Source: an optimization exercise on an open RTL-to-GDS flow (aim: small area). Production flows keep margins and buffers that such runs may drop. Function was checked by simulation only, so behaviour that the tests miss may differ from the original. Power figures rest on the tool's default switching activity, not on a simulated workload.

### flow/run.sh
#!/bin/bash
# Standard ORFS layout, but with plain buf_1 cells as the port buffers instead of the
# delay cells buffer_ports would otherwise pick. Full make output goes to standard.log.
set -euo pipefail
bash standard.sh "BUFFER_PORTS_ARGS=-buffer_cell sky130_fd_sc_hd__buf_1" finish > standard.log 2>&1
### standard.sh
#!/bin/bash
# synth_recipe.tcl (not shown) runs the flow's synth.tcl, then flattens the netlist and writes it again
# the make line also repeats each setting of config.mk as NAME=value (left out here)
make -C /OpenROAD-flow-scripts/flow DESIGN_CONFIG=/design/flow/config.mk WORK_HOME=/design/flow/orfs CLKGATE_MAP_FILE= SYNTH_SCRIPT=/design/flow/synth_recipe.tcl "${@:-finish}"
### config.mk
export PLATFORM = sky130hd
export DESIGN_NAME = AddRawFN
export DESIGN_NICKNAME = AddRawFN
export VERILOG_FILES = /design/flow/design.v
export SDC_FILE = /design/flow/constraint.sdc
export NUM_CORES = 4
export LEC_CHECK = 0
export ABC_AREA = 0
export CAP_MARGIN = 20
export CORE_MARGIN = 2
export CORE_UTILIZATION = 60
export CTS_BUF_LIST = sky130_fd_sc_hd__clkbuf_8
export CTS_CLUSTER_DIAMETER = 60
export CTS_CLUSTER_SIZE = 20
export GPL_TIMING_DRIVEN = 0
export SETUP_SLACK_MARGIN = 0.08
export SLEW_MARGIN = 20
export SYNTH_HIERARCHICAL = 1
export SYNTH_MINIMUM_KEEP_SIZE = 0
### constraint.sdc
create_clock -name core_clock -period 4.0 [get_ports {clock}]
set_input_delay 0.8000 -clock core_clock [delete_from_list [all_inputs] [get_ports {clock}]]
set_output_delay 0.8000 -clock core_clock [all_outputs]
set_load 0.01 [all_outputs]
### design.v
module AddRawFN(
  input         clock,
  input         reset,
  input         io_a_isNaN,
  input         io_a_isInf,
  input         io_a_isZero,
  input  [8:0]  io_a_exp,
  input  [22:0] io_a_sig,
  input         io_b_isNaN,
  input         io_b_isInf,
  input         io_b_isZero,
  input  [8:0]  io_b_exp,
  input  [22:0] io_b_sig,
  output        io_invalidExc,
  output        io_rawOut_isNaN,
  output        io_rawOut_isInf,
  output        io_rawOut_isZero,
  output [8:0]  io_rawOut_exp,
  output [22:0] io_rawOut_sig
);
  wire [3:0] flags;
  m_flags uf(io_a_isNaN, io_a_isInf, io_a_isZero, io_a_exp, io_a_sig,
             io_b_isNaN, io_b_isInf, io_b_isZero, io_b_exp, io_b_sig, flags);
  wire swap, swapn, swl, far, m24;
  wire [4:0] m, mn;
  m_exp ue(io_a_exp, io_b_exp, swap, swapn, swl, m, mn, far, m24);
  wire [8:0] En;
  genvar i;
  generate for (i = 0; i <= 8; i = i + 1) begin : ge
    c_o22ai u(~swl, io_b_exp[i], swl, io_a_exp[i], En[i]);
  end endgenerate
  wire [24:0] Xn;
  assign Xn[24] = swap;
  c_nor2 ux23(swap, io_b_sig[22], Xn[23]);
  c_o22ai ux1(swapn, io_a_sig[1], swap, io_b_sig[0], Xn[1]);
  c_nand2 ux0(swap, io_a_sig[0], Xn[0]);
  generate for (i = 2; i <= 22; i = i + 1) begin : gx
    c_o22ai u(swapn, io_a_sig[i], swap, io_b_sig[i-1], Xn[i]);
  end endgenerate
  wire [24:0] y1;
  generate for (i = 0; i <= 8; i = i + 1) begin : gy1
    c_o22ai u(mn[4], Xn[i+16], m[4], Xn[i], y1[i]);
  end endgenerate
  generate for (i = 9; i <= 24; i = i + 1) begin : fy1
    c_nor2 u(m[4], Xn[i], y1[i]);
  end endgenerate
  wire [24:0] y2n;
  generate for (i = 0; i <= 16; i = i + 1) begin : gy2n
    c_o22ai u(mn[3], y1[i+8], m[3], y1[i], y2n[i]);
  end endgenerate
  generate for (i = 17; i <= 24; i = i + 1) begin : fy2n
    c_nand2 u(mn[3], y1[i], y2n[i]);
  end endgenerate
  wire [24:0] y3;
  generate for (i = 0; i <= 20; i = i + 1) begin : gy3
    c_o22ai u(mn[2], y2n[i+4], m[2], y2n[i], y3[i]);
  end endgenerate
  generate for (i = 21; i <= 24; i = i + 1) begin : fy3
    c_nor2 u(m[2], y2n[i], y3[i]);
  end endgenerate
  wire [24:0] y4n;
  generate for (i = 0; i <= 22; i = i + 1) begin : gy4n
    c_o22ai u(mn[1], y3[i+2], m[1], y3[i], y4n[i]);
  end endgenerate
  generate for (i = 23; i <= 24; i = i + 1) begin : fy4n
    c_nand2 u(mn[1], y3[i], y4n[i]);
  end endgenerate
  wire Tpre;
  m_sticky ust(m[4:1], m24, swl, Xn[15:0], y1[7:0], y2n[3:0], y3[1:0], Tpre);
  wire [22:0] Ln;
  wire swln = ~swl;
  generate for (i = 0; i <= 22; i = i + 1) begin : gl
    c_o22ai u(swln, io_b_sig[i], swl, io_a_sig[i], Ln[i]);
  end endgenerate
  reg [22:0] q_ln;
  reg [24:0] q_yn;
  reg        q_m0, q_far, q_t;
  reg [8:0]  q_en;
  reg [3:0]  q_f;
  always @(posedge clock) begin
    q_ln <= Ln;
    q_yn <= y4n;
    q_m0 <= m[0];
    q_far <= far;
    q_t <= Tpre;
    q_en <= En;
    q_f <= flags;
  end
  wire qpA = ~q_m0 | q_far;
  wire qpB = q_m0 | q_far;
  wire [24:0] y5;
  generate for (i = 0; i <= 23; i = i + 1) begin : gy5
    c_o22ai u(qpA, q_yn[i+1], qpB, q_yn[i], y5[i]);
  end endgenerate
  c_nor2 uy5(qpB, q_yn[24], y5[24]);
  wire [23:0] q_b = y5[24:1];
  wire q_g = y5[0];
  wire q_st = (q_t | (q_m0 & ~q_yn[0])) & ~q_far;
  wire [23:0] q_s;
  wire [11:0] q_c;
  m_badd ub({1'b0, q_ln}, q_b, q_s, q_c);
  wire [22:0] F;
  wire [8:0] Eo;
  m_s2 u2(q_s, q_c, q_g, q_st, q_en, F, Eo);
  reg [35:0] p2, p3, p4, p5, p6;
  always @(posedge clock) begin
    p2 <= {q_f, Eo, F};
    p3 <= p2;
    p4 <= p3;
    p5 <= p4;
    p6 <= p5;
  end
  assign {io_invalidExc, io_rawOut_isNaN, io_rawOut_isInf, io_rawOut_isZero, io_rawOut_exp, io_rawOut_sig} = p6;
endmodule
module c_o22ai(input a1, a2, b1, b2, output y);
  assign y = ~((a1 | a2) & (b1 | b2));
endmodule
module c_nand2(input a, b, output y);
  assign y = ~(a & b);
endmodule
module c_nor2(input a, b, output y);
  assign y = ~(a | b);
endmodule
module m_flags(input an, ai, az, input [8:0] ae, input [22:0] as, input bn, bi, bz, input [8:0] be, input [22:0] bs,
               output [3:0] flags);
  wire sNaN_a = an & ~ai & ~az & (&ae[7:0]) & ~as[22] & (|as[21:0]);
  wire sNaN_b = bn & ~bi & ~bz & (&be[7:0]) & ~bs[22] & (|bs[21:0]);
  assign flags = {sNaN_a | sNaN_b | (ai & bz) | (az & bi), an | bn, ai | bi, az | bz};
endmodule
module m_exp(input [8:0] ae, be, output swap, swapn, swl, output [4:0] m, mn, output far, m24);
  wire [9:0] d = {1'b0, ae} - {1'b0, be};
  wire lt;
  m_cmp uc(ae, be, lt);
  assign swap = lt;
  assign swapn = ~lt;
  assign swl = d[9];
  wire [8:0] m9 = d[8:0] ^ {9{d[9]}};
  wire hi = |m9[8:5];
  assign far = hi | (m9[4] & m9[3] & (d[9] | (|m9[2:0])));
  assign m24 = ~hi & (d[9] ? (m9[4:0] == 5'b10111) : (m9[4:0] == 5'b11000));
  wire [4:0] dl = d[4:0];
  genvar k;
  generate for (k = 0; k < 5; k = k + 1) begin : mx
    m_xx ux(dl[k], lt, m[k], mn[k]);
  end endgenerate
endmodule
module m_xx(input d, s, output m, mn);
  assign m = d ^ s;
  assign mn = ~(d ^ s);
endmodule
module m_cmp(input [8:0] a, b, output lt);
  wire [8:0] l0 = ~a & b;
  wire [8:0] e0 = ~(a ^ b);
  wire [3:0] l1, e1;
  genvar k;
  generate for (k = 0; k < 4; k = k + 1) begin : t1
    assign l1[k] = l0[2*k+1] | (e0[2*k+1] & l0[2*k]);
    assign e1[k] = e0[2*k+1] & e0[2*k];
  end endgenerate
  wire [1:0] l2, e2;
  generate for (k = 0; k < 2; k = k + 1) begin : t2
    assign l2[k] = l1[2*k+1] | (e1[2*k+1] & l1[2*k]);
    assign e2[k] = e1[2*k+1] & e1[2*k];
  end endgenerate
  wire l3 = l2[1] | (e2[1] & l2[0]);
  wire e3 = e2[1] & e2[0];
  assign lt = l0[8] | (e0[8] & l3);
endmodule
module m_sticky(input [4:1] m, input m24, swap, input [15:0] xn, input [7:0] y1, input [3:0] y2n,
                input [1:0] y3, output t);
  wire x16 = ~(&xn[15:2]) | (~xn[1] & ~(m24 & ~swap)) | (~xn[0] & ~m24);
  wire [3:0] w;
  c_nor2 u0(y1[0], y1[1], w[0]);
  c_nor2 u1(y1[2], y1[3], w[1]);
  c_nor2 u2(y1[4], y1[5], w[2]);
  c_nor2 u3(y1[6], y1[7], w[3]);
  wire o8, o4, o2n, ta, tb;
  c_nand4 u4(w[0], w[1], w[2], w[3], o8);
  c_nand4 u5(y2n[0], y2n[1], y2n[2], y2n[3], o4);
  c_nor2 u6(y3[0], y3[1], o2n);
  c_a22oi u7(m[4], x16, m[3], o8, ta);
  m_st2 u8(m[2], o4, m[1], o2n, tb);
  c_nand2 u9(ta, tb, t);
endmodule
module m_st2(input m2, o4, m1, o2n, output y);
  assign y = ~((m2 & o4) | (m1 & ~o2n));
endmodule
module c_nand4(input a, b, c, d, output y);
  assign y = ~(a & b & c & d);
endmodule
module c_a22oi(input a1, a2, b1, b2, output y);
  assign y = ~((a1 & a2) | (b1 & b2));
endmodule
module m_badd(input [23:0] An, B, output [23:0] s, output [11:0] c);
  genvar i;
  generate for (i = 0; i < 12; i = i + 1) begin : blk
    m_b2 u(An[2*i+1:2*i], B[2*i+1:2*i], s[2*i+1:2*i], c[i]);
  end endgenerate
endmodule
module m_b2(input [1:0] an, b, output [1:0] s, output c);
  wire [1:0] a = ~an;
  wire g0 = a[0] & b[0];
  assign s[0] = a[0] ^ b[0];
  m_fa f(a[1], b[1], g0, s[1], c);
endmodule
module m_fa(input a, b, ci, output s, co);
  assign s = a ^ b ^ ci;
  assign co = (a & b) | (ci & (a | b));
endmodule
module m_eones(input [8:0] en, output [8:0] P);
  assign P[0] = 1'b1;
  genvar j;
  generate for (j = 1; j < 9; j = j + 1) begin : p
    assign P[j] = P[j-1] & ~en[j-1];
  end endgenerate
endmodule
module m_s2(input [23:0] q_s, input [11:0] q_c, input q_g, q_st, input [8:0] q_en, output [22:0] F, output [8:0] Eo);
  wire [23:0] Vn;
  wire V24;
  m_s2v uv(q_s, q_c, q_g, q_st, Vn, V24);
  wire V24n = ~V24;
  genvar j;
  generate for (j = 0; j < 23; j = j + 1) begin : fm
    c_o22ai u(V24n, Vn[j+1], V24, Vn[j], F[j]);
  end endgenerate
  wire [8:0] P;
  m_eones ueo(q_en, P);
  generate for (j = 0; j < 9; j = j + 1) begin : ei
    assign Eo[j] = ~(q_en[j] ^ (V24 & P[j]));
  end endgenerate
endmodule
module m_s2v(input [23:0] q_s, input [11:0] q_c, input q_g, q_st, output [23:0] Vn, output V24);
  wire [11:0] bp, gp, pp;
  genvar k;
  generate for (k = 0; k < 12; k = k + 1) begin : b
    assign bp[k] = q_s[2*k] & q_s[2*k+1];
  end endgenerate
  assign gp[1] = 1'b0; assign pp[1] = 1'b1;
  generate for (k = 1; k < 11; k = k + 1) begin : pf
    assign gp[k+1] = q_c[k] | (bp[k] & gp[k]);
    assign pp[k+1] = bp[k] & pp[k];
  end endgenerate
  wire gpt = q_c[11] | (bp[11] & gp[11]);
  wire ppt = bp[11] & pp[11];
  wire up0 = q_g & (q_st | q_s[0]);
  wire up1 = q_s[0] & (q_g | q_st | q_s[1]);
  wire ovf = gpt | (ppt & q_c[0]);
  wire rnz = ovf ? up1 : up0;
  wire [1:0] r0 = ovf ? {up1, 1'b0} : {1'b0, up0};
  wire co0 = q_c[0] | (bp[0] & rnz);
  wire [1:0] v0 = q_s[1:0] + r0;
  assign Vn[1:0] = ~v0;
  generate for (k = 1; k < 12; k = k + 1) begin : inc
    wire ci = gp[k] | (pp[k] & co0);
    assign Vn[2*k] = ~(q_s[2*k] ^ ci);
    assign Vn[2*k+1] = ~(q_s[2*k+1] ^ (ci & q_s[2*k]));
  end endgenerate
  assign V24 = gpt | (ppt & co0);
endmodule
==> metrics.csv, run 1 <==
metric,value,unit
tightest_slew,859,ps
antenna_found_initial,0,
synthCells,792,
route.met3.wl,1460,µm
clock_sinks,244,
pin_count,108,
slowest_delay,570,ps
run_status,finished clean,
drv_slew,0,
die-area,15300,µm²
fillers,1054,
crit_type,reg -> reg,
ant_nets,0,
peakVddDrop,225,µV
gr-total-overflow,0,
relSlewSlack,0.424,
setup.worst_path.end_class,flop,
highest_layer,met4,
numCtsBuffers,17,
fin_area,9820,µm²
coreArea,13900,µm²
syn_nets,918,
clock_latency,500,ps
antenna_cells,0,
fin_nets,1061,
area_growth,14.3,%
finalWeightedCongestion,0.976,
tritoncts,built,
wl,21000,µm
vias,6788,
maxCapViolCount,0,
rsz0062_at_grt,yes,
p_leak,0.00396,µW
cts_max_path_buffers,3,
layout-drive-gt1-share,0.0950,
power.total,5910,µW
layout_commonest_cell,dfxtp_1,
drtPass1Iterations,6,
avgRoutedWirePerCell,18.8,µm
setup_viol,0,
holdCritPathClass,reg -> reg,
hold_viol,0,
syn_area,8590,µm²
io_buffers,106,
rows,43,
grt_pass1_wl,30300,µm
initial_core_util,0.617,
crit_chain,or2_2 -> o22ai_1 -> ha_1 -> fa_1 -> a311o_1 -> a31oi_1 -> o41a_1 -> inv_2 -> a2111oi_2 -> o31ai_1 -> ha_1 -> xnor2_1 -> o22ai_1,
place_area,9320,µm²
drt_iter0_markers,531,
dieHeight,124,µm
fin_skew,22.1,ps
fin_crit_sh,0.954,
cts-htree-levels,1,
yosysWarnings,7,
final_cell_mix,"dfxtp_1, o22ai_1, buf_1",
clockRootBuffer,clkbuf_8,
post-dp-hpwl,14800,µm
die_width,124,µm
crit_arrival,4200,ps
viasPerCell,6.08,
met1Wirelength,8480,µm
max_freq,262,MHz
grt_max_degree,37,
cpMaxStageDelayCell,fa_1,
wl_met2,10000,µm
syn_area_per_cell,10.9,µm²
power.density,602,nW/µm²
min_period,3810,ps
cp.required,4380,ps
detail_route.drc_violations,0,
grt_use_total,0.252,
grt_pass1_vias,6237,
path_max_fanout,12,
clk_pin_slew,110,ps
critPathLaunchType,flop,
state kept, by name (all words and copies together) (netlist names):
register	count
q_far	1
q_yn	25
q_ln	23
p6	36
p4	36
q_en	9
p2	36
p3	36
p5	36
q_m0	1
q_t	1
q_f	4
through the flow:
step | setup TNS [ps] | utilization | instances | setup WS [ps] | hold slack [ps]
floorplan | 0 | - | 792 | 106 | 310
global placement | -36740 | 0.662 | 1078 | -981 | 310
detailed placement | -27510 | 0.669 | 1082 | -615 | 312
CTS | 0 | 0.693 | 1103 | 36.6 | 330
global route | 0 | 0.705 | 1117 | 17.4 | 342
finish | 0 | 0.705 | 1117 | 186 | 333
routing by layer:
| metal | vias to the layer above | track usage |
|---|---|---|
| li1 | 3205 | - |
| met1 | 3140 | 0.323 |
| met2 | 364 | 0.435 |
| met3 | 79 | 0.0362 |
| met4 | 0 | 0.0881 |
| met5 | - | 0 |
worst max-delay path: cells and delay by family (launching register included):
| family | cells | cell delay (ps) |
|---|---|---|
| DFF | 1 | 370 |
| adders and majority gates | 3 | 980 |
| AOI/OAI and AO/OA | 7 | 1620 |
| buffers and inverters | 1 | 100 |
| and+or+nand+nor | 1 | 420 |
| xor gates and xnor gates | 1 | 210 |
power breakdown:
group / internal [µW] / switching, µW
sequential: 3070 / 204
clock: 414 / 714
combinational: 554 / 959
cell type report:
| type | count | area [µm²] | area share |
|---|---|---|---|
| flip-flops and latches | 244 | 4890 | 0.498 |
| multi-input cells | 479 | 3620 | 0.369 |
| repair buffers | 116 | 488 | 0.0497 |
| inverters | 72 | 282 | 0.0287 |
| clock buffers | 17 | 234 | 0.0238 |
| well taps | 180 | 225 | 0.0229 |
| clock inverters | 4 | 45.0 | 0.00459 |
| repair inverters | 3 | 20.0 | 0.00204 |
| plain buffers | 2 | 18.8 | 0.00191 |
final timing paths:
| check | startpoint | slack, ps | to | depth (start not counted) |
|---|---|---|---|---|
| max | q_m0 | 190 | p2[15] | 13 |
| min | p4[33] | 330 | p5[33] | 0 |
| max reg2reg | q_m0 | 190 | p2[15] | 13 |
| min reg2reg | p4[33] | 330 | p5[33] | 0 |
repair_timing:
action | CTS | global route
endpoints found under the hold margin | 0 | 0
setup buffers | 0 | 6
gates resized for setup | 10 | 15
pin swaps | 0 | 6
endpoints found under the setup margin | 33 | 59
gates cloned | 0 | 8
hold buffers | 0 | 0
==> run 2, diff against run 1 <==
--- a/config.mk
+++ b/config.mk
@@ -6,9 +6,10 @@
 export NUM_CORES = 4
 export LEC_CHECK = 0
 export ABC_AREA = 0
+export ABC_CLOCK_PERIOD_IN_PS = 8000
 export CAP_MARGIN = 20
 export CORE_MARGIN = 2
-export CORE_UTILIZATION = 60
+export CORE_UTILIZATION = 55
 export CTS_BUF_LIST = sky130_fd_sc_hd__clkbuf_8
 export CTS_CLUSTER_DIAMETER = 60
 export CTS_CLUSTER_SIZE = 20
==> run 2 against run 1 <==
Effect of this change:
- clock power hardly changed
- non-clock buffer count is 4 lower
- sequential share of layout area is 0.13 points lower
- still clean
- fmax is 0.29% lower
- design area is 0.27% higher
- critical path type is now in -> reg
- count of clock-buffer cells in the layout stayed put
==> metrics.csv, run 2 <==
metric,value,unit,change
antenna_found_initial,0,,unchanged
max_freq,261,MHz,was 262 MHz
grt_max_degree,37,,unchanged
layout-drive-gt1-share,0.0922,,was 0.0950
cts_max_path_buffers,3,,unchanged
grt_pass1_vias,6183,,was 6237
place_area,9370,µm²,was 9320 µm²
relSlewSlack,0.433,,was 0.424
drtPass1Iterations,6,,unchanged
drv_slew,0,,unchanged
post-dp-hpwl,14900,µm,was 14800 µm
fin_tns_setup,0,ps,unchanged
crit_arrival,4200,ps,about the same
area_growth,14.6,%,was 14.3%
clockRootBuffer,clkbuf_8,,unchanged
tritoncts,built,,unchanged
yosysWarnings,7,,unchanged
avgRoutedWirePerCell,18.0,µm,was 18.8 µm
finalWeightedCongestion,0.906,,was 0.976
clk_pin_slew,110,ps,about the same
cts-htree-levels,1,,unchanged
clock_latency,500,ps,about the same
io_buffers,106,,unchanged
synthCells,792,,unchanged
coreArea,15300,µm²,was 13900 µm²
p_leak,0.00393,µW,was 0.00396 µW
initial_core_util,0.563,,was 0.617
vias,6610,,was 6788
rsz0062_at_grt,no,,was yes
power.total,5890,µW,was 5910 µW
gr-total-overflow,0,,unchanged
pre_cts_slack,-654,ps,was -615 ps
power.density,598,nW/µm²,was 602 nW/µm²
path_buf_inv,4,,was 1
antenna_cells,0,,unchanged
fin_crit_sh,0.956,,was 0.954
fin_nets,1058,,was 1061
slowest_delay,420,ps,was 570 ps
dieHeight,129,µm,was 124 µm
die-area,16600,µm²,was 15300 µm²
cpMaxStageDelayCell,a211o_4,,was fa_1
crit_path_frequent_cell,o22ai_1,,
die_width,129,µm,was 124 µm
fin_skew,17.7,ps,was 22.1 ps
holdCritPathClass,reg -> reg,,unchanged
clock_sinks,244,,unchanged
hold_buffers,0,,unchanged
final_cell_mix,"dfxtp_1, o22ai_1, buf_1",,unchanged
syn_area_per_cell,10.9,µm²,unchanged
grt_use_total,0.232,,was 0.252
rows,45,,was 43
syn_area,8590,µm²,unchanged
crit_chain,buf_1 -> inv_1 -> ha_1 -> nand3_1 -> o22ai_1 -> a211o_4 -> clkinvlp_4 -> o22ai_1 -> o22ai_1 -> o22ai_1 -> o22ai_1 -> nor2_1 -> inv_1 -> a22oi_2 -> nand2_1,,was or2_2 -> o22ai_1 -> ha_1 -> fa_1 -> a311o_1 -> a31oi_1 -> o41a_1 -> inv_2 -> a2111oi_2 -> o31ai_1 -> ha_1 -> xnor2_1 -> o22ai_1
syn_nets,918,,unchanged
setup_viol,0,,unchanged
maxCapViolCount,0,,unchanged
min_period,3830,ps,was 3810 ps
setup_ws,175,ps,was 186 ps
peakVddDrop,249,µV,was 225 µV
layout_commonest_cell,dfxtp_1,,unchanged
run_status,finished clean,,unchanged
tightest_slew,844,ps,was 859 ps
setup.worst_path.end_class,flop,,unchanged
fin_area,9850,µm²,was 9820 µm²
cp.required,4380,ps,about the same
viasPerCell,5.78,,was 6.08
hold_viol,0,,unchanged
crit_type,in -> reg,,was reg -> reg
numCtsBuffers,17,,unchanged
wl,20600,µm,was 21000 µm
pin_count,108,,unchanged
critPathTopFamily,compound AO/OA/AOI/OAI gates,,unchanged
critPathLaunchType,input pin,,was flop
drt_iter0_markers,436,,was 531
ant_nets,0,,unchanged
detail_route.drc_violations,0,,unchanged
path_max_fanout,19,,was 12
grt_pass1_wl,30600,µm,was 30300 µm
[run 2: path summary, 6_finish.rpt]
kind | slack [ps] | depth (start not counted) | start | end
worst max register to register | 260 | 13 | q_m0 | p2[15]
worst min-delay path | 330 | 0 | p2[35] | p3[35]
worst min register to register | 330 | 0 | p2[35] | p3[35]
worst max-delay path | 170 | 15 | io_a_exp[7] | q_t
[run 2: what timing repair did]
item,4_1_cts,5_1_grt
pin swaps,0,7
buffers inserted,0,1
endpoints found under the setup margin,33,61
cloned,1,8
gates resized for setup,12,14
[run 2: layout make-up]
class / count / area [µm²]
Inverter: 72 / 285
Timing Repair Buffer: 112 / 469
Buffer: 2 / 18.8
Clock inverter: 3 / 43.8
Clock buffer: 17 / 234
Timing Repair inverter: 4 / 27.5
Sequential cell: 244 / 4890
Tap cell: 211 / 264
Multi-Input combinational cell: 479 / 3620
Fill cell: 1210 / 5410
[run 2: worst reg2reg max path, stage by stage, from the launching register on]
cell and delay (ps):
dfxtp_2 370, or2_2 420, o22ai_1 170, ha_1 210, fa_2 530, a311o_1 300
a31oi_1 280, o41a_1 280, inv_2 100, a2111oi_4 330, o31ai_1 130, ha_1 200
xnor2_1 200, o22ai_1 110
[run 2: through the flow]
step           instances  hold slack, ps   util
2_1_floorplan        792             310      -
3_3_place_gp        1109             310  0.607
3_5_place_dp        1114             312  0.614
4_1_cts             1135             322  0.637
5_1_grt             1144             307  0.646
6_report            1144             325  0.646
[run 2: power by group]
part	internal (µW)	leakage [µW]	switching (µW)
clock	411	0.000139	704
combinational	560	0.00174	956
sequential	3060	0.00206	190
[run 2: layer usage]
| layer | global-route usage | wire [µm] | vias up |
|---|---|---|---|
| met5 | 0 | 0 | - |
| met4 | 0.0870 | 706 | 0 |
| met3 | 0.0266 | 1080 | 47 |
| met2 | 0.383 | 9840 | 264 |
| met1 | 0.315 | 8980 | 3108 |
| li1 | - | - | 3191 |
==> run 3, diff against run 2 <==
--- a/config.mk
+++ b/config.mk
@@ -6,7 +6,7 @@
 export NUM_CORES = 4
 export LEC_CHECK = 0
 export ABC_AREA = 0
-export ABC_CLOCK_PERIOD_IN_PS = 8000
+export ABC_CLOCK_PERIOD_IN_PS = 3000
 export CAP_MARGIN = 20
 export CORE_MARGIN = 2
 export CORE_UTILIZATION = 55
==> run 3 against run 2 <==
Effect of this change:
- global-route usage stayed put
- register-to-register slack hardly changed
- power stayed put
- clock skew stayed put
- critical path type unchanged
- wire length stayed put
- sequential power hardly changed
- sequential share of layout area stayed put
- design area stayed put
- worst hold slack stayed put
- via count stayed put
==> metrics.csv, run 3 <==
metric,value,unit,change
clock_sinks,244,,unchanged
rows,45,,unchanged
dieHeight,129,µm,unchanged
crit_arrival,4200,ps,about the same
fin_tns_setup,0,ps,unchanged
final_cell_mix,"dfxtp_1, o22ai_1, buf_1",,unchanged
path_max_fanout,19,,unchanged
gr-total-overflow,0,,unchanged
fin_skew,17.7,ps,unchanged
grt_use_total,0.232,,unchanged
setup_viol,0,,unchanged
antenna_found_initial,0,,unchanged
grt_pass1_vias,6183,,unchanged
setup.worst_path.end_class,flop,,unchanged
syn_area,8590,µm²,unchanged
grt_max_degree,37,,unchanged
cp.required,4380,ps,about the same
layout_commonest_cell,dfxtp_1,,unchanged
initial_core_util,0.563,,unchanged
drtPass1Iterations,6,,unchanged
rsz0062_at_grt,no,,unchanged
relSlewSlack,0.433,,unchanged
syn_area_per_cell,10.9,µm²,unchanged
die-area,16600,µm²,unchanged
peakVddDrop,249,µV,unchanged
antenna_cells,0,,unchanged
clockRootBuffer,clkbuf_8,,unchanged
ant_nets,0,,unchanged
clk_pin_slew,110,ps,about the same
syn_nets,918,,unchanged
pin_count,108,,unchanged
yosysWarnings,7,,unchanged
hold_slack,325,ps,unchanged
holdCritPathClass,reg -> reg,,unchanged
fin_crit_sh,0.956,,unchanged
fillers,1210,,unchanged
finalWeightedCongestion,0.906,,unchanged
final_util,0.646,,unchanged
clock_latency,500,ps,about the same
tritoncts,built,,unchanged
wl,20600,µm,unchanged
power.total,5890,µW,unchanged
maxCapViolCount,0,,unchanged
crit_type,in -> reg,,unchanged
r2r_slack,260,ps,about the same
max_freq,261,MHz,unchanged
io_buffers,106,,unchanged
min_period,3830,ps,unchanged
area_growth,14.6,%,unchanged
die_width,129,µm,unchanged
numCtsBuffers,17,,unchanged
critPathLaunchType,input pin,,unchanged
hold_viol,0,,unchanged
power.density,598,nW/µm²,unchanged
detail_route.drc_violations,0,,unchanged
viasPerCell,5.78,,unchanged
grt_pass1_wl,30600,µm,unchanged
tightest_slew,844,ps,unchanged
drv_slew,0,,unchanged
cts-htree-levels,1,,unchanged
avgRoutedWirePerCell,18.0,µm,unchanged
p_leak,0.00393,µW,unchanged
coreArea,15300,µm²,unchanged
synthCells,792,,unchanged
drt_iter0_markers,436,,unchanged
layout-drive-gt1-share,0.0922,,unchanged
fin_nets,1058,,unchanged
vias,6610,,unchanged
run_status,finished clean,,unchanged
post-dp-hpwl,14900,µm,unchanged
cts_max_path_buffers,3,,unchanged
[run 3: repair_timing]
| item | in CTS | in global routing |
|---|---|---|
| pin swaps | 0 | 7 |
| cloned | 1 | 8 |
| gates resized for setup | 12 | 14 |
| endpoints found under the setup margin | 33 | 61 |
| hold buffers | 0 | 0 |
| buffers inserted | 0 | 1 |
[run 3: path summary, 6_finish.rpt]
check                    from      to  depth (start not counted)
hold / removal         p2[35]  p3[35]                          0
setup / recovery  io_a_exp[7]     q_t                         15
setup reg to reg         q_m0  p2[15]                         13
hold reg to reg        p2[35]  p3[35]                          0
[run 3: stage by stage]
step           worst slack, ps  std cells  instance area [µm²]
6_report                   175       1144                 9850
5_1_grt                   61.2       1144                 9850
4_1_cts                   92.5       1135                 9720
3_5_place_dp              -654       1114                 9370
3_3_place_gp             -1150       1109                 9260
2_1_floorplan              106        792                 8600
[run 3: area by class of cell]
class / instances / area, µm² / share of cell area
clock inverter: 3 / 43.8 / 0.00445
clock buffer: 17 / 234 / 0.0238
sequential: 244 / 4890 / 0.496
multi-input combinational: 479 / 3620 / 0.368
inverter: 72 / 285 / 0.0290
timing repair buffer: 112 / 469 / 0.0476
buffer: 2 / 18.8 / 0.00191
timing repair inverter: 4 / 27.5 / 0.00279
tap: 211 / 264 / 0.0268
[run 3: worst max-delay path: stages]
cell	delay, ps
buf_1	220
inv_1	80
ha_1	300
nand3_1	120
o22ai_1	390
a211o_4	420
clkinvlp_4	350
o22ai_1	350
o22ai_1	180
o22ai_1	360
o22ai_1	220
nor2_1	120
inv_1	60
a22oi_2	150
nand2_1	70
[run 3: power by group]
group	leakage, µW	internal (µW)	switching [µW]
clock network	0.000139	411	704
logic	0.00174	560	956
registers	0.00206	3060	190
[run 3: layer usage]
| layer | global-route usage | up-vias | share of wire |
|---|---|---|---|
| met5 | 0 | - | 0 |
| met4 | 0.0870 | 0 | 0.034 |
| met3 | 0.0266 | 47 | 0.052 |
| met2 | 0.383 | 264 | 0.48 |
| met1 | 0.315 | 3108 | 0.44 |
| li1 | - | 3191 | - |
==> run 4, diff against run 3 <==
--- a/config.mk
+++ b/config.mk
@@ -6,7 +6,6 @@
 export NUM_CORES = 4
 export LEC_CHECK = 0
 export ABC_AREA = 0
-export ABC_CLOCK_PERIOD_IN_PS = 3000
 export CAP_MARGIN = 20
 export CORE_MARGIN = 2
 export CORE_UTILIZATION = 55
@@ -18,3 +17,4 @@
 export SLEW_MARGIN = 20
 export SYNTH_HIERARCHICAL = 1
 export SYNTH_MINIMUM_KEEP_SIZE = 0
+export TNS_END_PERCENT = 5
==> run 4 against run 3 <==
Effect of this change:
- power down 0.25%
- still clean
- design area down 0.34%
- sequential cell count did not move
==> metrics.csv, run 4 <==
metric,value,unit,change
run_status,finished clean,,unchanged
relSlewSlack,0.443,,was 0.433
detail_route.drc_violations,0,,unchanged
yosysWarnings,7,,unchanged
holdCritPathClass,reg -> reg,,unchanged
hold_viol,0,,unchanged
grt_pass1_vias,6179,,was 6183
drv_slew,0,,unchanged
p_leak,0.00392,µW,was 0.00393 µW
clock_latency,500,ps,about the same
fillers,1214,,was 1210
clockRootBuffer,clkbuf_8,,unchanged
layout_commonest_cell,dfxtp_1,,unchanged
tightest_slew,830,ps,was 844 ps
ant_nets,0,,unchanged
layout-drive-gt1-share,0.0880,,was 0.0922
path_max_fanout,38,,was 19
crit_type,in -> reg,,unchanged
die-area,16600,µm²,unchanged
setup.worst_path.end_class,flop,,unchanged
final_util,0.643,,was 0.646
cts-htree-levels,1,,unchanged
reg2regPathDepth,13,,unchanged
rsz0062_at_grt,yes,,was no
min_period,3890,ps,was 3830 ps
cts_max_path_buffers,3,,unchanged
numCtsBuffers,17,,unchanged
io_buffers,106,,unchanged
fin_crit_sh,0.971,,was 0.956
max_freq,257,MHz,was 261 MHz
die_width,129,µm,unchanged
syn_area,8590,µm²,unchanged
post-dp-hpwl,14900,µm,unchanged
whs_path_depth,0,,unchanged
grt_max_degree,37,,unchanged
antenna_cells,0,,unchanged
avgRoutedWirePerCell,17.6,µm,was 18.0 µm
wl,20100,µm,was 20600 µm
coreArea,15300,µm²,unchanged
tritoncts,built,,unchanged
antenna_found_initial,0,,unchanged
pre_cts_slack,-654,ps,unchanged
grt_use_total,0.231,,was 0.232
vias,6623,,was 6610
cp.required,4380,ps,about the same
gr-total-overflow,0,,unchanged
clock_sinks,244,,unchanged
drtPass1Iterations,5,,was 6
pin_count,108,,unchanged
drt_iter0_markers,411,,was 436
peakVddDrop,249,µV,about the same
power.density,598,nW/µm²,about the same
rows,45,,unchanged
fin_skew,20.3,ps,was 17.7 ps
dieHeight,129,µm,unchanged
viasPerCell,5.79,,was 5.78
synthCells,792,,unchanged
syn_nets,918,,unchanged
critPathLaunchType,input pin,,unchanged
setup_viol,0,,unchanged
final_cell_mix,"dfxtp_1, o22ai_1, buf_1",,unchanged
clk_pin_slew,110,ps,about the same
maxCapViolCount,0,,unchanged
crit_arrival,4270,ps,was 4200 ps
hold_buffers,0,,unchanged
syn_area_per_cell,10.9,µm²,unchanged
grt_pass1_wl,30600,µm,about the same
initial_core_util,0.563,,unchanged
setup_ws,115,ps,was 175 ps
finalWeightedCongestion,0.906,,unchanged
area_growth,14.2,%,was 14.6%
fin_nets,1057,,was 1058
-- run 4: final timing paths --
check	from	slack, ps	end
setup reg to reg	q_far	260	p2[1]
hold reg to reg	p2[35]	320	p3[35]
hold / removal	p2[35]	320	p3[35]
setup / recovery	io_a_exp[7]	110	q_t
-- run 4: cell type report --
| class | count | area (µm²) | share of cell area |
|---|---|---|---|
| flip-flops and latches | 244 | 4890 | 0.498 |
| well taps | 211 | 264 | 0.0269 |
| clock buffers | 17 | 234 | 0.0238 |
| plain buffers | 2 | 18.8 | 0.00191 |
| inverters | 72 | 285 | 0.0291 |
| repair inverters | 4 | 25.0 | 0.00255 |
| repair buffers | 112 | 469 | 0.0478 |
| clock inverters | 3 | 43.8 | 0.00446 |
| multi-input cells | 478 | 3590 | 0.366 |
-- run 4: worst max-delay path: stages --
cell and delay, ps:
buf_1 210, inv_1 70, ha_1 300, nand3_1 90, a211oi_1 240, a211o_4 570
clkinvlp_4 440, o22ai_1 360, o22ai_1 170, o22ai_1 360, o22ai_1 220, nor2_1 120
inv_1 60, a22oi_2 140, nand2_1 70
-- run 4: power breakdown --
group          switching (µW)  leakage, µW  internal (µW)
combinational             946      0.00173            556
sequential                190      0.00206           3060
clock                     704     0.000139            411
-- run 4: what timing repair did --
item | CTS | global route
setup buffers | 0 | 1
cloned | 0 | 8
pin swaps | 1 | 7
endpoints found under the setup margin | 33 | 56
resized for setup | 12 | 9
-- run 4: metal layers --
metal,vias to the layer above,GRT usage,wire length (µm)
met5,-,0,0
met3,50,0.0266,1010
met4,0,0.0870,703
met1,3132,0.315,8860
li1,3191,-,-
met2,250,0.380,9540
-- run 4: per-stage QoR --
| stage | TNS, ps | instances | hold WS [ps] | instance area [µm²] | power [µW] |
|---|---|---|---|---|---|
| after floorplan | 0 | 792 | 310 | 8600 | 4230 |
| after global placement | -41090 | 1109 | 310 | 9260 | 4650 |
| after detailed placement | -29730 | 1114 | 312 | 9370 | 4750 |
| after CTS | 0 | 1134 | 322 | 9720 | 5870 |
| after global routing | 0 | 1143 | 308 | 9820 | 6210 |
| final | 0 | 1143 | 324 | 9820 | 5870 |
==> run 5, diff against run 4 <==
--- a/config.mk
+++ b/config.mk
@@ -17,4 +17,3 @@
 export SLEW_MARGIN = 20
 export SYNTH_HIERARCHICAL = 1
 export SYNTH_MINIMUM_KEEP_SIZE = 0
-export TNS_END_PERCENT = 5
==> run 5 against run 4 <==
Effect of this change:
- critical endpoint unchanged
- first-iteration DRC count is 6.1% higher
- power rose by 0.25%
- register-to-register slack about the same
- critical path type unchanged
- via count decreased by 0.20%
==> metrics.csv, run 5 <==
metric,value,unit,change
run_status,finished clean,,unchanged
finalWeightedCongestion,0.906,,unchanged
dp_cells,1114,,unchanged
io_buffers,106,,unchanged
critPathLaunchType,input pin,,unchanged
cpMaxStageDelayCell,a211o_4,,unchanged
drt_iter0_markers,436,,was 411
vias,6610,,was 6623
crit_path_frequent_cell,o22ai_1,,unchanged
hold_viol,0,,unchanged
numCtsBuffers,17,,unchanged
syn_nets,918,,unchanged
reg2regPathDepth,13,,unchanged
antenna_found_initial,0,,unchanged
synthCells,792,,unchanged
setup_ws,175,ps,was 115 ps
crit_type,in -> reg,,unchanged
fin_cells,1144,,was 1143
crit_start,io_a_exp[7],,unchanged
cp.required,4380,ps,about the same
hold_slack,325,ps,was 324 ps
drtPass1Iterations,6,,was 5
grt_pass1_vias,6183,,was 6179
tightest_slew,844,ps,was 830 ps
cts_max_path_buffers,3,,unchanged
pre_cts_slack,-654,ps,unchanged
crit_chain,buf_1 -> inv_1 -> ha_1 -> nand3_1 -> o22ai_1 -> a211o_4 -> clkinvlp_4 -> o22ai_1 -> o22ai_1 -> o22ai_1 -> o22ai_1 -> nor2_1 -> inv_1 -> a22oi_2 -> nand2_1,,was buf_1 -> inv_1 -> ha_1 -> nand3_1 -> a211oi_1 -> a211o_4 -> clkinvlp_4 -> o22ai_1 -> o22ai_1 -> o22ai_1 -> o22ai_1 -> nor2_1 -> inv_1 -> a22oi_2 -> nand2_1
maxCapViolCount,0,,unchanged
dieHeight,129,µm,unchanged
cts-htree-levels,1,,unchanged
max_freq,261,MHz,was 257 MHz
pin_count,108,,unchanged
setup.worst_path.end_class,flop,,unchanged
yosysWarnings,7,,unchanged
fin_skew,17.7,ps,was 20.3 ps
syn_area_per_cell,10.9,µm²,unchanged
ant_nets,0,,unchanged
drv_slew,0,,unchanged
clock_latency,500,ps,about the same
min_period,3830,ps,was 3890 ps
setup_viol,0,,unchanged
peakVddDrop,249,µV,about the same
slowest_delay,420,ps,was 570 ps
seqCellArea,4890,µm²,about the same
viasPerCell,5.78,,was 5.79
coreArea,15300,µm²,unchanged
grt_max_degree,37,,unchanged
clock_sinks,244,,unchanged
layout-drive-gt1-share,0.0922,,was 0.0880
layout_commonest_cell,dfxtp_1,,unchanged
power.total,5890,µW,was 5870 µW
path_max_fanout,19,,was 38
timing.rr.end,p2[15],,was p2[1]
grt_use_total,0.232,,was 0.231
relSlewSlack,0.433,,was 0.443
fin_nets,1058,,was 1057
wl,20600,µm,was 20100 µm
detail_route.drc_violations,0,,unchanged
crit_arrival,4200,ps,was 4270 ps
avgRoutedWirePerCell,18.0,µm,was 17.6 µm
syn_area,8590,µm²,unchanged
power.density,598,nW/µm²,about the same
antenna_cells,0,,unchanged
r2r_slack,260,ps,about the same
final_cell_mix,"dfxtp_1, o22ai_1, buf_1",,unchanged
die-area,16600,µm²,unchanged
p_leak,0.00393,µW,was 0.00392 µW
tritoncts,built,,unchanged
clk_pin_slew,110,ps,about the same
fin_crit_sh,0.956,,was 0.971
gr-total-overflow,0,,unchanged
rows,45,,unchanged
die_width,129,µm,unchanged
fin_tns_setup,0,ps,unchanged
area_growth,14.6,%,was 14.2%
crit_path_end,q_t,,unchanged
initial_core_util,0.563,,unchanged
clockRootBuffer,clkbuf_8,,unchanged
post-dp-hpwl,14900,µm,unchanged
rsz0062_at_grt,no,,was yes
holdCritPathClass,reg -> reg,,unchanged
crit-reg2reg-launch,q_m0,,was q_far
fillers,1210,,was 1214
grt_pass1_wl,30600,µm,about the same
multi_input_area,3620,µm²,was 3590 µm²
[run 5: worst min-delay path by stage]
stage                     startpoint      to  slack (ps)  depth (start not counted)
after global routing          p2[35]  p3[35]         310                          0
after detailed placement      p2[16]  p3[16]         310                          0
final                         p2[35]  p3[35]         330                          0
after global placement         p5[4]   p6[4]         310                          0
after floorplan               q_f[0]  p2[32]         310                          0
after CTS                     p2[35]  p3[35]         320                          0
[run 5: repair_timing]
action,in CTS,in global routing
gates resized for setup,12,14
setup buffers,0,1
hold buffers,0,0
setup endpoints to repair,33,61
gates cloned,1,8
pin swaps,0,7
[run 5: per-stage QoR]
| stage | cell area (µm²) | util |
|---|---|---|
| floorplan | 8600 | - |
| global placement | 9260 | 0.607 |
| detailed placement | 9370 | 0.614 |
| CTS | 9720 | 0.637 |
| global route | 9850 | 0.646 |
| finish | 9850 | 0.646 |
[run 5: per-layer routing]
metal  part of all wire  wire, µm  track usage  vias up
li1                   -         -            -     3191
met1               0.44      8980        0.315     3108
met2               0.48      9840        0.383      264
met3              0.052      1080       0.0266       47
met4              0.034       706       0.0870        0
met5                  0         0            0        -
[run 5: worst max-delay path: cells and delay by family]
kind                       cells  cell delay [ps]
buffers and inverters          4              710
adders and majority gates      1              300
AOI/OAI and AO/OA              7             2070
and+or+nand+nor                3              310
[run 5: power by group]
part,internal [µW],switching (µW)
clock,411,704
combinational,560,956
sequential,3060,190
total,4040,1850
[run 5: layout make-up]
type,instances,area share
clock buffer,17,0.0238
multi-input combinational,479,0.368
tap,211,0.0268
inverter,72,0.0290
timing repair inverter,4,0.00279
buffer,2,0.00191
clock inverter,3,0.00445
sequential,244,0.496
timing repair buffer,112,0.0476
==> run 6, diff against run 5 <==
--- a/config.mk
+++ b/config.mk
@@ -13,6 +13,7 @@
 export CTS_CLUSTER_DIAMETER = 60
 export CTS_CLUSTER_SIZE = 20
 export GPL_TIMING_DRIVEN = 0
+export PLACE_DENSITY = 0.75
 export SETUP_SLACK_MARGIN = 0.08
 export SLEW_MARGIN = 20
 export SYNTH_HIERARCHICAL = 1
==> run 6 against run 5 <==
Effect of this change:
- still clean on timing, DRC and antenna
- worst hold slack gained 5.5 ps
- global-route usage shrank 2.2 points
- worst setup slack is essentially flat
- fmax is essentially flat
- non-clock buffer count shrank 1
- die area is the same
- highest routed layer unchanged
==> metrics.csv, run 6 <==
metric,value,unit,change
run_status,finished clean,,unchanged
numCtsBuffers,16,,was 17
ant_nets,0,,unchanged
hold_buffers,0,,unchanged
area_growth,14.0,%,was 14.6%
tritoncts,built,,unchanged
syn_nets,918,,unchanged
antenna_found_initial,0,,unchanged
fin_skew,20.5,ps,was 17.7 ps
fin_crit_sh,0.956,,about the same
die_width,129,µm,unchanged
cts-htree-levels,1,,unchanged
whs_path_depth,0,,unchanged
min_period,3820,ps,was 3830 ps
vias,6422,,was 6610
initial_core_util,0.563,,unchanged
drtPass1Iterations,6,,unchanged
peakVddDrop,270,µV,was 249 µV
viasPerCell,5.63,,was 5.78
grt_use_total,0.210,,was 0.232
cts_max_path_buffers,3,,unchanged
p_leak,0.00393,µW,about the same
syn_area,8590,µm²,unchanged
rsz0062_at_grt,yes,,was no
path_max_fanout,4,,was 19
finalWeightedCongestion,0.976,,was 0.906
post-dp-hpwl,13400,µm,was 14900 µm
clock_sinks,244,,unchanged
wl,18200,µm,was 20600 µm
fin_nets,1054,,was 1058
holdCritPathClass,reg -> reg,,unchanged
postCtsSetupRepairBufs,0,,unchanged
gr-total-overflow,0,,unchanged
antenna_cells,0,,unchanged
clk_pin_slew,120,ps,was 110 ps
pin_count,108,,unchanged
clock_latency,500,ps,about the same
drt_iter0_markers,365,,was 436
grt_pass1_vias,5777,,was 6183
grt_max_degree,37,,unchanged
setup.worst_path.end_class,flop,,unchanged
critPathLaunchType,input pin,,unchanged
avgRoutedWirePerCell,15.9,µm,was 18.0 µm
yosysWarnings,7,,unchanged
setup_viol,0,,unchanged
clockRootBuffer,clkbuf_8,,unchanged
max_freq,261,MHz,about the same
rows,45,,unchanged
cp.required,4390,ps,was 4380 ps
hold_slack,331,ps,was 325 ps
die-area,16600,µm²,unchanged
crit_type,in -> reg,,unchanged
grt_pass1_wl,28000,µm,was 30600 µm
coreArea,15300,µm²,unchanged
crit_arrival,4210,ps,was 4200 ps
syn_area_per_cell,10.9,µm²,unchanged
power.density,596,nW/µm²,was 598 nW/µm²
reg2regPathDepth,14,,was 13
final_cell_mix,"dfxtp_1, o22ai_1, buf_1",,unchanged
dieHeight,129,µm,unchanged
io_buffers,106,,unchanged
tightest_slew,719,ps,was 844 ps
layout-drive-gt1-share,0.0839,,was 0.0922
power.total,5840,µW,was 5890 µW
hold_viol,0,,unchanged
maxCapViolCount,0,,unchanged
drv_slew,0,,unchanged
synthCells,792,,unchanged
layout_commonest_cell,dfxtp_1,,unchanged
relSlewSlack,0.520,,was 0.433
detail_route.drc_violations,0,,unchanged
run 6: cell types whose count changed in the layout (fill, tap and decap cells not counted), sizes merged:
cell / delta
clkinvlp: -3
buf: -1
inv: +1
bufinv: +1
a211o: -1
run 6: through the flow:
step	instance area (µm²)	cells	utilization	TNS (ps)	setup WS [ps]
floorplan	8600	792	-	0	106
global placement	9260	1109	0.607	-39600	-1100
detailed placement	9370	1114	0.614	-23610	-600
CTS	9710	1135	0.637	0	98.8
global route	9800	1141	0.642	0	7.70
finish	9800	1141	0.642	0	175
run 6: cell type report:
class / instances / area, µm²
Timing Repair Buffer: 111 / 454
Multi-Input combinational cell: 478 / 3580
Clock inverter: 3 / 50.0
Sequential cell: 244 / 4890
Clock buffer: 17 / 234
Inverter: 72 / 282
Tap cell: 211 / 264
Timing Repair inverter: 3 / 22.5
Fill cell: 1263 / 5460
Buffer: 2 / 18.8
run 6: routing by layer:
metal  global-route usage  up-vias  wire, µm
met3               0.0249       23       908
li1                     -     3183         -
met4               0.0524        0       308
met1                0.282     2990      8250
met2                0.363      226      8730
met5                    0        -         0
run 6: worst paths after layout:
kind / startpoint / end / slack [ps]
setup / recovery: io_a_exp[0] / q_t / 180
hold / removal: p2[31] / p3[31] / 330
setup reg to reg: q_m0 / p2[13] / 230
hold reg to reg: p2[31] / p3[31] / 330
run 6: timing repair:
| action | in CTS | in global routing |
|---|---|---|
| pin swaps | 0 | 4 |
| endpoints found under the setup margin | 33 | 49 |
| cloned | 1 | 6 |
| gates resized for setup | 11 | 10 |
run 6: worst max-delay path, cell delays in order:
cell and delay (ps):
buf_1 150, inv_1 70, ha_1 230, fa_1 420, nand2b_1 190, a21oi_2 240, o22ai_1 130, xor2_1 160
or3_1 330, or3_1 340, a21boi_2 280, o211ai_1 160, nor4_1 300, o21ai_1 130, a22oi_2 160, nand2_1 120
run 6: where the power goes:
group	internal [µW]	leakage, µW	switching (µW)	total [µW]
logic	549	0.00173	914	1460
registers	3060	0.00206	181	3240
clock network	460	0.000149	672	1130

[separate check: timing with driven ports]
Ports are ideal in the flow. The routed layouts listed here were re-timed in OpenROAD. Step 1 (the two cells are an assumption about what drives the block):
set clk [get_ports {clock}]
set_driving_cell -lib_cell sky130_fd_sc_hd__clkbuf_16 $clk
set_driving_cell -lib_cell sky130_fd_sc_hd__buf_2 [delete_from_list [all_inputs] $clk]
Step 2 also shifts input and output timing later by t, the mid clock arrival at the registers, as if the neighbouring blocks saw the same clock. a / b / c = ideal ports / drivers / drivers and shift; a / b = the first two.
| run | t (ns) | slack for setup (ns) | worst setup path at the end | clock arrival spread, ns | slew at the worst register clock pin (ns) |
|---|---|---|---|---|---|
| run 1 | 0.524 | 0.186 / 0.186 / -0.256 | input to register | 0.023 / 0.023 | 0.11 / 0.11 |
| run 2 | 0.526 | 0.175 / 0.197 / -0.329 | input to register | 0.029 / 0.029 | 0.11 / 0.11 |
| run 3 | 0.526 | 0.175 / 0.197 / -0.329 | input to register | 0.029 / 0.029 | 0.11 / 0.11 |
| run 4 | 0.530 | 0.115 / 0.139 / -0.391 | input to register | 0.031 / 0.031 | 0.11 / 0.11 |
| run 5 | 0.526 | 0.175 / 0.197 / -0.329 | input to register | 0.029 / 0.029 | 0.11 / 0.11 |
| run 6 | 0.528 | 0.175 / 0.189 / -0.339 | input to register | 0.023 / 0.023 | 0.12 / 0.12 |
Met with ideal ports but missed after step 2: setup timing in every run listed. For run 6, which loses most, drivers alone change the setup slack by +0.014 ns; drivers and shift together by -0.514 ns.
